What follows belongs to an exercise in optimizing a design on an open flow for small area, a short achievable clock period and few clock cycles; a production flow would make more cautious choices. Only simulation tests tie the RTL to the original design; equivalence was not proved. Power and IR drop assume default switching activity.

==> design/flow/design.v <==
`timescale 1ns / 1ps
module Filter(
  	input clk,
	input rst,
	input en,
	input [3:0] addr,
	output reg [8:0] out
    );
reg signed [8:0] sobel_val;
always @(*) begin
	case(addr)
		4'd1, 4'd3, 4'd5, 4'd7: sobel_val = -9'sd1;
		4'd4: sobel_val = 9'sd4;
		default: sobel_val = 9'sd0;
	endcase
end
always@(posedge clk) begin
		if(rst) begin
			out <= 0;
		end
		if(en) begin
			out <= sobel_val;
		end
	end
endmodule
`timescale 1ns / 1ps
module convolution(
  	input clk,
	input signed [8:0] in1,  
	input signed [8:0] in2,
	input [8:0] height,
	input [8:0] width,
	input rst,
	input en,
	input clear,
	output reg [20:0] out,
	output reg done
    );
	reg signed [26:0] data;
	reg [9:0] counter;
	always@(posedge clk) begin
		if(rst || clear)
			counter <= 0;
		else if(en) begin
			if(counter < (height*width)) begin
				counter <= counter + 1;
			end
			else begin
				counter <= 1;
			end
		end
	end
	always@(posedge clk) begin
		if(rst || clear) begin
			data <= 0;
			done <= 0;
		end
		else if(en) begin
			if(counter < (height*width)) begin
				data <= data + in1*in2;
				done <= 0;
			end
			else begin
				if(data > 1048575)
					out <= 1048575;
				else if (data < -1048576) 
					out <= -1048576;
				else
					out <= data; 
				data <= in1*in2;
				done <= 1; 
			end
		end
	end
endmodule
`timescale 1ns / 1ps
module maxpool(
   	input signed [20:0] in,
	input clk,
	input rst,
	input en,
	input [3:0] factor,
	output reg done,
	output reg [20:0] out,
	output [20:0] max
    );
	reg signed [20:0] cur_max;
	reg signed [20:0] abs_max;
	reg [7:0] counter;
	wire [7:0] size;
	wire [4:0] addr;
	wire [20:0] tempout;
	assign addr = counter;
	assign size = factor*factor;
	assign tempout = cur_max;
	assign max = abs_max;
	always@(posedge clk) begin
		if(rst) begin
			cur_max <= 21'b100000000000000000000;
			abs_max <= 0;
			counter <= 0;
			done <= 0;
		end
		else begin
		done <= 0;
		if(en) begin
			if(counter < size) begin
				counter <= counter + 1;
				if(in > cur_max) begin
					cur_max <= in;
				end
			end
			else begin
				done <= 1;
				counter <= 1;
				out <= cur_max;
				cur_max <= in;
			end
			if(in > abs_max) begin
				abs_max <= in;
			end
		end
		end
	end
endmodule
`timescale 1ns / 1ps
module address_l1(
  	input clk,
	input rst,
	input en,
	input [8:0] ht_sm,
	input [8:0] ht_lg,
	input [8:0] wt_sm,
	input [8:0] wt_lg,
	input [9:0] count,
	output [17:0] address_lg,
	output reg conv_done
    );
	wire [8:0] addrx, addry;
	reg [8:0] ADDRX, ADDRY;
	reg [8:0] OFFSET_X, OFFSET_Y;
	assign addrx = ADDRX + OFFSET_X;
	assign addry = ADDRY + OFFSET_Y;
	assign address_lg = addrx + addry*wt_lg;
	always@(posedge clk) begin
		if(rst) begin
			ADDRX <= 0;
			ADDRY <= 0;
			OFFSET_X <= 0;
			OFFSET_Y <= 0;
			conv_done <= 0;
		end
		else if(en) begin
			if(ADDRX < (wt_sm-1)) begin
				ADDRX <= ADDRX + 1;
				conv_done <= 0;
			end
			else begin
				ADDRX <= 0;
				if(ADDRY < (ht_sm-1)) begin
					ADDRY <= ADDRY + 1;
				end
				else begin
					ADDRY <= 0;
				end
			end
			if (count==(ht_sm*wt_sm-1)) begin
				if(OFFSET_X < (wt_lg-wt_sm)) begin
					OFFSET_X <= OFFSET_X + 1;
				end
				else begin
					OFFSET_X <= 0;
					if(OFFSET_Y < (ht_lg-ht_sm)) begin
						OFFSET_Y <= OFFSET_Y + 1;
					end
					else begin
						ADDRX <= 0;
						ADDRY <= 0;
						OFFSET_X <= 0;
						OFFSET_Y <= 0;
						conv_done <= 1;
					end
				end
			end
		end
	end
endmodule
`timescale 1ns / 1ps
module address_l2(
	input clk,
	input rst,
	input en,
	input [8:0] ht_sm,
	input [8:0] ht_lg,
	input [8:0] wt_sm,
	input [8:0] wt_lg,
	input [9:0] count1,
	input [8:0] factor,
	output [17:0] address_lg,
	output reg conv_done
    );
	wire [8:0] addrx, addry;
	reg [8:0] ADDRX, ADDRY;
	reg [8:0] OFFSET_X1, OFFSET_Y1, OFFSET_X2, OFFSET_Y2;
	wire [9:0] limit1;
	wire [9:0] limit2;
	assign limit1 = ht_sm*wt_sm-1;
	assign limit2 = factor*factor-1;
	assign addrx = ADDRX + OFFSET_X1 + OFFSET_X2;
	assign addry = ADDRY + OFFSET_Y1 + OFFSET_Y2;
	assign address_lg = addrx + addry*wt_lg;
	reg [9:0] count2;
	always @(posedge clk) begin
		if (rst) begin
			count2 <= 0;
		end
		else if (en) begin
			if(count1 == limit1) begin
				if(count2 < limit2) begin
					count2 <= count2 + 1;
				end
				else 
					count2 <= 0;
			end
		end
	end
	always@(posedge clk) begin
		if(rst) begin
			ADDRX <= 0;
			ADDRY <= 0;
			OFFSET_X1 <= 0;
			OFFSET_Y1 <= 0;
			OFFSET_X2 <= 0;
			OFFSET_Y2 <= 0;
			conv_done <= 0; 
		end
		else if(en) begin
			if(ADDRX < (wt_sm-1)) begin
				ADDRX <= ADDRX + 1;
				conv_done <= 0;
			end
			else begin
				ADDRX <= 0;
				if(ADDRY < (ht_sm-1)) begin
					ADDRY <= ADDRY + 1;
				end
				else begin
					ADDRY <= 0;
				end
			end
			if (count1==limit1) begin
				if(OFFSET_X1 < factor-1) begin
					OFFSET_X1 <= OFFSET_X1 + 1;
				end
				else begin
					OFFSET_X1 <= 0;
					if(OFFSET_Y1 < factor-1) begin
						OFFSET_Y1 <= OFFSET_Y1 + 1;
					end
					else begin
						OFFSET_X1 <= 0;
						OFFSET_Y1 <= 0;
					end
				end
				if (count2==limit2) begin
					if(OFFSET_X2 < (wt_lg-wt_sm-factor*2+1)) begin
						OFFSET_X2 <= OFFSET_X2 + factor;
					end
					else begin
						OFFSET_X2 <= 0;
						if(OFFSET_Y2 < (ht_lg-ht_sm-factor*2+1)) begin
							OFFSET_Y2 <= OFFSET_Y2 + factor;
						end
						else begin
							ADDRX <= 0;
							ADDRY <= 0;
							OFFSET_X1 <= 0;
							OFFSET_Y1 <= 0;
							OFFSET_Y2 <= 0;
							conv_done <= 1;
						end
					end
				end
			end
		end
	end
endmodule
`timescale 1ns / 1ps
module Top_convolution(
 input clk,
	input rst,
	input start,
	input en,
	input [12:0] addr,
	output [20:0] out,
	output [20:0] max_pl,
	output reg done,
	output pat_en,
	output [9:0] pat_addr,
	input [7:0] pat_dout,
	output img_en,
	output [17:0] img_addr,
	input [7:0] img_dout,
	output pc_en,
	output pc_we,
	output [9:0] pc_addr,
	output [10:0] pc_din,
	input [10:0] pc_dout,
	output ic_en,
	output ic_we,
	output [17:0] ic_addr,
	output [10:0] ic_din,
	input [10:0] ic_dout,
	output pl_en,
	output pl_we,
	output [12:0] pl_addr,
	output [20:0] pl_din,
	input [20:0] pl_dout
    );
	assign out = out_pl;
	reg [8:0] HT_SM, WT_SM;
	wire [8:0] ht_sm, wt_sm; 
	reg [8:0] HT_LG, WT_LG;
	wire [8:0] ht_lg, wt_lg;
	assign ht_sm = HT_SM;
	assign wt_sm = WT_SM;
	assign ht_lg = HT_LG;
	assign wt_lg = WT_LG;
	parameter [8:0] height_fil = 10, width_fil = 8, side_lap = 3, height_filpro = 8, width_filpro = 6,
	height_image = 48, width_image = 40, height_impro = 46, width_impro = 38, factor = 5;
	parameter [3:0] idle = 0, setup = 1, conv_p1 = 2, conv_p2 = 3, delay_p1 = 4, delay_p2 = 5, maxpl = 6, read = 15;
	reg [3:0] current_state, next_state;
	wire done_conv, done_maxpl;
	reg en_conv;
	wire en_maxpl;
	reg en_cnt_l1, en_cnt_l2, en_cnt_sm;
	reg clear;
	wire conv_done_l1, conv_done_l2;
	reg [1:0] conv_sel;
	assign en_maxpl = (conv_sel==3)? done_conv:0;
	wire signed [8:0] in1, in2;
	wire [20:0] out_conv;
	assign in1 = (conv_sel==2'b00)? 0: 
					(conv_sel==2'b01)? out_f: 
					(conv_sel==2'b10)? out_i:out_ip[10:2];
	assign in2 = (conv_sel==2'b00)? 0: 
					(conv_sel==2'b11)? out_fp[10:2]: out_lap;
	wire signed [20:0] in_maxpl, out_maxpl;
	assign in_maxpl = out_conv;
	reg [9:0] ADDR_SM;
	wire [17:0] addr_lg_l1;
	wire [17:0] addr_lg_l2;
	reg [17:0] ADDR_OUT;
	wire en_f, en_i, en_fp, en_ip, en_lap, en_pl;
	reg wr_ip, wr_fp, wr_pl;
	wire [9:0] addr_f;
	wire [17:0] addr_i;
	wire [9:0] addr_fp;
	wire [17:0] addr_ip;
	wire [12:0] addr_pl;
	wire [3:0] addr_lap;
	wire [10:0] in_fp, in_ip;
	wire [10:0] out_fp, out_ip;
	wire signed [20:0] in_pl;
	assign in_fp = out_conv[10:0];
	assign in_ip = out_conv[10:0];
	assign in_pl = out_maxpl;
	wire signed [8:0] out_lap;
	wire signed [7:0] out_i, out_f;	
	wire signed [20:0] out_pl;
	assign en_lap = (conv_sel==3||conv_sel==0)? 0:1;
	assign en_f = (conv_sel==1)? 1:0;
	assign en_i = (conv_sel==2)? 1:0;
	assign en_fp = (conv_sel==0)? 0:
						(conv_sel==1)? done_conv:
						(conv_sel==3)? 1:0;
	assign en_ip = (conv_sel==0)? 0:
						(conv_sel==2)? done_conv:
						(conv_sel==3)? 1:0;
	assign en_pl = (done)? en:done_maxpl;
	assign addr_f = (conv_sel==1)? addr_lg_l1:0;
	assign addr_i = (conv_sel==2)? addr_lg_l1:0;
	assign addr_lap = (conv_sel==0||conv_sel==3)? 0:ADDR_SM;
	assign addr_ip = (conv_sel==0)? 0: 
						  (conv_sel==3)? addr_lg_l2:ADDR_OUT; 
	assign addr_fp = (conv_sel==0)? 0: 
						  (conv_sel==1)? ADDR_OUT[9:0]:ADDR_SM;
	assign addr_pl = (done)? addr:ADDR_OUT[12:0];
	Filter Sobel (
    .clk(clk), 
    .rst(rst), 
    .en(en_lap), 
    .addr(addr_lap),  
    .out(out_lap)
    );
	assign pat_en = en_f;
	assign pat_addr = addr_f;
	assign out_f = pat_dout;
	assign img_en = en_i;
	assign img_addr = addr_i;
	assign out_i = img_dout;
	assign pc_en = en_fp;
	assign pc_we = wr_fp;
	assign pc_addr = addr_fp;
	assign pc_din = in_fp;
	assign out_fp = pc_dout;
	assign ic_en = en_ip;
	assign ic_we = wr_ip;
	assign ic_addr = addr_ip;
	assign ic_din = in_ip;
	assign out_ip = ic_dout;
	assign pl_en = en_pl;
	assign pl_we = wr_pl;
	assign pl_addr = addr_pl;
	assign pl_din = in_pl;
	assign out_pl = pl_dout;
	wire out_trig;
	assign out_trig = (conv_sel==2'b11)? done_maxpl:done_conv;
	always@(posedge clk) begin
		if(rst || clear) begin
			ADDR_OUT <= 0;
		end
		else if(out_trig) begin
			ADDR_OUT <= ADDR_OUT + 1;
		end	
	end
	address_l1 addr_l1 (
    .clk(clk), 
    .rst(rst||clear), 
    .en(en_cnt_l1), 
    .ht_sm(ht_sm), 
    .ht_lg(ht_lg), 
    .wt_sm(wt_sm), 
    .wt_lg(wt_lg), 
    .count(ADDR_SM), 
    .address_lg(addr_lg_l1), 
    .conv_done(conv_done_l1)
    );
	address_l2 addr_l2 (
    .clk(clk), 
    .rst(rst||clear), 
    .en(en_cnt_l2), 
    .ht_sm(ht_sm), 
    .ht_lg(ht_lg), 
    .wt_sm(wt_sm), 
    .wt_lg(wt_lg), 
	 .count1(ADDR_SM),
    .factor(factor), 
    .address_lg(addr_lg_l2), 
    .conv_done(conv_done_l2)
    );
	always@(posedge clk) begin
		if(rst||clear) begin
			ADDR_SM <= 0;
		end
		else if(en_cnt_l1||en_cnt_l2) begin
			if(ADDR_SM < (ht_sm*wt_sm-1)) begin
				ADDR_SM <= ADDR_SM + 1;
			end
			else begin
				ADDR_SM <= 0;
			end	
		end
	end
	convolution convolution (
	 .clk(clk),
    .in1(in1), 
    .in2(in2), 
    .height(ht_sm), 
    .width(wt_sm), 
    .rst(rst), 
    .en(en_conv), 
	 .clear(clear),
    .out(out_conv), 
    .done(done_conv)
    );
	maxpool maxpool (
    .in(in_maxpl), 
    .clk(clk), 
    .rst(rst), 
    .en(en_maxpl), 
    .factor(factor), 
    .done(done_maxpl), 
    .out(out_maxpl),
	 .max(max_pl)
    );
	always @(posedge clk) begin 
		if (rst) begin
			HT_SM <= 0;
			WT_SM <= 0;
			HT_LG <= 0;
			WT_SM <= 0;
			en_conv <= 0;
			en_cnt_l1 <= 0;
			en_cnt_l2 <= 0;
			wr_ip <= 0;
			wr_fp <= 0;
			wr_pl <= 0;
			clear <= 0;
			conv_sel <= 2'b00;
			done <= 0;
			current_state <= idle;
		end
		else
		case(current_state)
			idle: begin
				if(start)
					current_state <= setup;
				else
					current_state <= idle;
			end
			setup: begin
				case(conv_sel) 
					0: begin
						HT_SM <= side_lap;
						WT_SM <= side_lap;
						HT_LG <= height_fil;
						WT_LG <= width_fil;
						en_cnt_l1 <= 1;
						wr_fp <= 1;
						conv_sel <= 2'b01;
					end
					1: begin
						HT_SM <= side_lap;
						WT_SM <= side_lap;
						HT_LG <= height_image;
						WT_LG <= width_image;
						en_cnt_l1 <= 1;
						wr_ip <= 1;
						conv_sel <= 2'b10;
					end
					2: begin
						HT_SM <= height_filpro;
						WT_SM <= width_filpro;
						HT_LG <= height_impro;
						WT_LG <= width_impro;
						en_cnt_l2 <= 1;
						wr_pl <= 1;
						conv_sel <= 2'b11;
					end
				endcase
				current_state <= conv_p1;
			end
			conv_p1: begin
				en_conv <= 1;
				if(conv_done_l1) begin
					en_cnt_l1 <= 0;
					current_state <= conv_p2;
				end
				else if(conv_sel != 3)
					current_state <= conv_p1;
				else
					current_state <= maxpl;
			end
			conv_p2: begin
				en_conv <= 0;
				current_state <= delay_p1;
			end
			maxpl: begin
				if(conv_done_l2) begin
					en_cnt_l2 <= 0;
					current_state <= delay_p1;
				end
				else
					current_state <= maxpl;
			end
			delay_p1: begin
				if(conv_sel==3) begin
					if(done_maxpl) begin
						clear <= 1;
						wr_pl <= 0;
						current_state <= delay_p2;
					end
					else 
						current_state <= delay_p1;
				end
				else begin
					clear <= 1;
					wr_fp <= 0;
					wr_ip <= 0;
					current_state <= delay_p2;
				end
			end
			delay_p2: begin
				clear <= 0;
				if (conv_sel != 3) 
					current_state <= setup;
				else begin
					current_state <= read;
					conv_sel <= 2'b00;
				end
			end
			read: begin
				conv_sel <= 2'b00;
				done <= 1;
			end
		endcase
	end
endmodule
==> design/flow/run.sh <==
#!/bin/bash
# synth_recipe.tcl (not shown) runs the flow's synth.tcl, then flattens the netlist and writes it again
# the make line also repeats each setting of config.mk as NAME=value (left out here)
make -C /OpenROAD-flow-scripts/flow DESIGN_CONFIG=/design/flow/config.mk WORK_HOME=/design/flow/orfs CLKGATE_MAP_FILE= SYNTH_SCRIPT=/design/flow/synth_recipe.tcl finish
==> design/flow/config.mk <==
export PLATFORM = sky130hd
export DESIGN_NAME = Top_convolution
export DESIGN_NICKNAME = Top_convolution
export VERILOG_FILES = /design/flow/design.v
export SDC_FILE = /design/flow/constraint.sdc
export NUM_CORES = 4
export LEC_CHECK = 0
export CAP_MARGIN = 20
export CORE_MARGIN = 2
export CORE_UTILIZATION = 40
export SLEW_MARGIN = 20
==> design/flow/constraint.sdc <==
create_clock -name core_clock -period 11.0 [get_ports {clk}]
set_input_delay 2.2000 -clock core_clock [delete_from_list [all_inputs] [get_ports {clk}]]
set_output_delay 2.2000 -clock core_clock [all_outputs]
set_load 0.01 [all_outputs]
==> flow_metrics.py <==
metrics = {
    "setup_path": {
        "cp_slowest_cell": "xnor2_1",
        "arrival_ns": 7.55,
        "crit_top_cell": "ha_1",
        "regToRegStartpoint": "conv_sel[0]$_SDFFE_PP0P_",
        "critPathKind": "reg -> out",
        "worstSetupStartpoint": "addr_l2.ADDRY[2]$_SDFFE_PP0P_",
        "required_ns": 8.80,
        "cpPeakStageDelay_ns": 0.56,
        "path_buf_inv": 3,
        "cp_max_fo": 8,
        "critical-path-top-delay-family": "adder cells",
        "crit_path_start_kind": "flop",
        "cp-end-kind": "primary output",
    },
    "finish": {
        "fillers": 6469,
        "regArea_mm2": 0.00620,
        "drive_gt1_share_pct": 4.67,
        "fin_nets": 3758,
        "final_common_cell": "ha_1",
        "multi_input_area_mm2": 0.0185,
        "area_growth_syn_to_layout_pct": 13.5,
        "postLayoutCellArea_mm2": 0.0301,
        "final_cell_mix": "ha_1 (381), nor2_1 (314), inv_1 (288)",
        "diodes": 0,
    },
    "cts": {
        "cts.sinks": 286,
        "cts_buffer_depth": 3,
        "postCtsSetupRepairBufs": 0,
        "cts_tree": "done",
        "htree_levels": 1,
        "cts_buffers": 31,
        "cts_resized": 0,
        "clk_pin_slew_ns": 0.06,
        "cts-root-buf": "clkbuf_16",
        "clk_latency_ns": 0.60,
        "hold_buffers": 0,
    },
    "global_routing": {
        "grt_start_max_net_pins": 68,
        "overflow": 0,
        "antenna_found_initial": 0,
        "grt_usage_pct": 19.0,
        "grt_pass1_vias": 20200,
        "grt_pass1_wl_mm": 106,
    },
    "pwr": {
        "power_switching_uw": 859,
        "sequentialPowerShare_pct": 39.6,
        "combPwrFrac_pct": 21.4,
        "ir_worst_vdd_v": 0.000129,
        "powerDensity_mw_per_mm2": 94.8,
        "p_clk_share_pct": 39.1,
        "p_int_mw": 1.99,
        "leakagePower_nw": 13.6,
        "p_sw_share_pct": 30.1,
    },
    "sta": {
        "tightest_slew_ns": 0.971,
        "max_freq_mhz": 103,
        "setup_tns_ns": 0,
        "slew_violations": 0,
        "finClkSkew_ns": 0.0223,
        "rsz0062_at_grt": "false",
        "hold_viol": 0,
        "setup_violations": 0,
        "slew_headroom_pct": 35.2,
        "fin_ws_ns": 1.25,
        "min_period_over_period_pct": 88.7,
        "fin_crit_ns": 9.75,
    },
    "routing": {
        "wl_per_cell_um": 16.2,
        "first_iter_violations": 1175,
        "drc": 0,
        "viasPerCell": 5.22,
        "wl_mm": 65.5,
        "drtPass1Iterations": 5,
        "ant_nets": 0,
        "vias": 21200,
    },
    "placement": {
        "routabilityCongestion": 0.852,
        "dpl_cell_area_mm2": 0.0290,
        "place_hpwl_mm": 51.9,
        "io_buffers": 190,
        "place_ws_ns": 0.703,
    },
    "hold_path": {
        "worstHoldStart": "maxpool.cur_max[13]$_SDFFE_PP0P_",
        "hp-class": "reg -> reg",
    },
    "die": {
        "fp.dieW_um": 261,
        "start_util_pct": 40.4,
        "die_h_um": 261,
        "row_count": 94,
        "core-area_mm2": 0.0656,
        "io_pins": 239,
        "die_area_mm2": 0.0683,
    },
    "yosys": {
        "ys_seq_area_share_pct": 23.4,
        "async_reset_ff_share_pct": 0,
        "synthFlopType": "dfxtp_1",
        "synth_top_cell_by_area": "ha_1",
        "synth_cell_type_count": 90,
        "yosysWarnings": 6,
        "synth_top_area_share_pct": 18.2,
        "syn_inst": 3064,
        "post_synth.cell_area_avg_um2": 8.64,
        "ys_top_cells_by_area": "ha_1 (18%), dfxtp_1 (18%), fa_1 (9.9%), edfxtp_1 (5.3%), nor2_1 (4.5%)",
        "ys_seq_elements": 286,
        "synth-edff-count": 47,
        "netlist_area_mm2": 0.0265,
    },
    "flow_run": {
        "drv_cap": 0,
    },
    "run_status": {
        "status": "complete, no violations",
    },
}
-- kinds of logic after synthesis --
logic type      Yosys count  share of synthesized area [%]
simple gates            994                           18.5
mux                      96                           3.69
xor+xnor                181                           5.99
flops                   286                           23.4
compound gates          550                           13.3
buf+inv                 440                           6.96
fa+ha+maj               516                           28.1
other cells               1                         0.0142
-- synth_stat cells, types with 33 or more instances --
cell and n:
xor2_1 72, nand4_1 49, xnor2_1 109, o21ai_0 108
nor2_1 317, a21oi_1 162, a21o_1 63, buf_4 48
fa_1 131, and3_1 49, nor2b_1 33, nand3_1 66
inv_1 288, nand2_1 207, edfxtp_1 47, and2_1 88
dfxtp_1 239, ha_1 385, nor3_1 44, mux2i_1 83
clkbuf_1 82
-- sequential cells by signal, summed over array words and instances, names as in the netlist, 8 cells and up --
name,cells
ADDR_OUT,18
convolution.counter,10
maxpool.cur_max,21
convolution.data,27
addr_l2.ADDRY,9
addr_l2.count2,10
addr_l2.OFFSET_X1,9
maxpool.abs_max,21
maxpool.out,21
addr_l1.ADDRX,9
addr_l2.OFFSET_Y2,9
addr_l1.OFFSET_X,9
convolution.out,21
addr_l1.OFFSET_Y,9
addr_l2.OFFSET_X2,9
maxpool.counter,8
ADDR_SM,10
addr_l2.OFFSET_Y1,9
addr_l1.ADDRY,9
addr_l2.ADDRX,9
-- final cells by class --
class / count / share of cell area, %
timing repair buffer: 219 / 7.03
clock inverter: 20 / 0.787
multi-input combinational: 2339 / 61.5
inverter: 289 / 3.61
tap: 864 / 3.60
clock buffer: 38 / 2.83
sequential: 286 / 20.6
-- metrics by stage --
step | std cells | power (mW) | hold slack [ns] | utilization (%)
CTS | 4055 | 2.88 | 0.461 | 45.8
finish | 4055 | 2.85 | 0.454 | 45.8
global route | 4055 | 3.00 | 0.471 | 45.8
floorplan | 3065 | 1.60 | 0.408 | -
global placement | 3997 | 1.75 | 0.443 | 44.1
detailed placement | 3997 | 1.76 | 0.440 | 44.1
-- worst paths after layout --
path / end / cells after the start / slack [ns]
worst min register to register: maxpool.out[13]$_DFFE_PP_ / 0 / 0.45
worst max register to register: convolution.data[26]$_SDFFE_PP0P_ / 30 / 1.95
worst max-delay path: ic_addr[12] / 25 / 1.25
worst min-delay path: maxpool.out[13]$_DFFE_PP_ / 0 / 0.45
-- power by group through the flow --
stage | clock (mW) | sequential (mW) | combinational (mW)
floorplan | 0 | 1.13 | 0.466
global placement | 0 | 1.15 | 0.605
detailed placement | 0 | 1.15 | 0.610
CTS | 1.14 | 1.13 | 0.613
global route | 1.18 | 1.13 | 0.694
finish | 1.11 | 1.13 | 0.609
-- metal layers --
layer	GRT usage, %	wire [um]	share of wire [%]	vias up
li1	-	-	-	10700
met1	27.7	33200	51	9990
met2	30.2	28300	43	379
met3	1.56	2540	3.9	73
met4	4.91	1470	2.2	0
met5	0	0	0	-
Testbench counts, summed over its fixed seeds: cycles 1,599,120.

[re-timing with driven ports]
Ports are ideal in the flow. The routed layout listed here was re-timed in OpenROAD. Step 1, drivers: a clkbuf_16 drives clk and a buf_2 each remaining input, both assumed. Step 2 also shifts input and output timing later by t, the mid clock arrival at the registers, as if the neighbouring blocks saw the same clock. a / b / c = no drivers / after step 1 / after step 2; a / b = the first two.
t (ns): 0.646
setup slack, ns: 1.246 / 1.186 / 0.744
hold WS [ns]: 0.454 / 0.454 / 0.454
latest minus earliest clock arrival (ns): 0.027 / 0.028
After both steps this run still meets setup and hold. For this run, drivers alone change the setup slack by -0.060 ns; drivers and shift together by -0.502 ns.
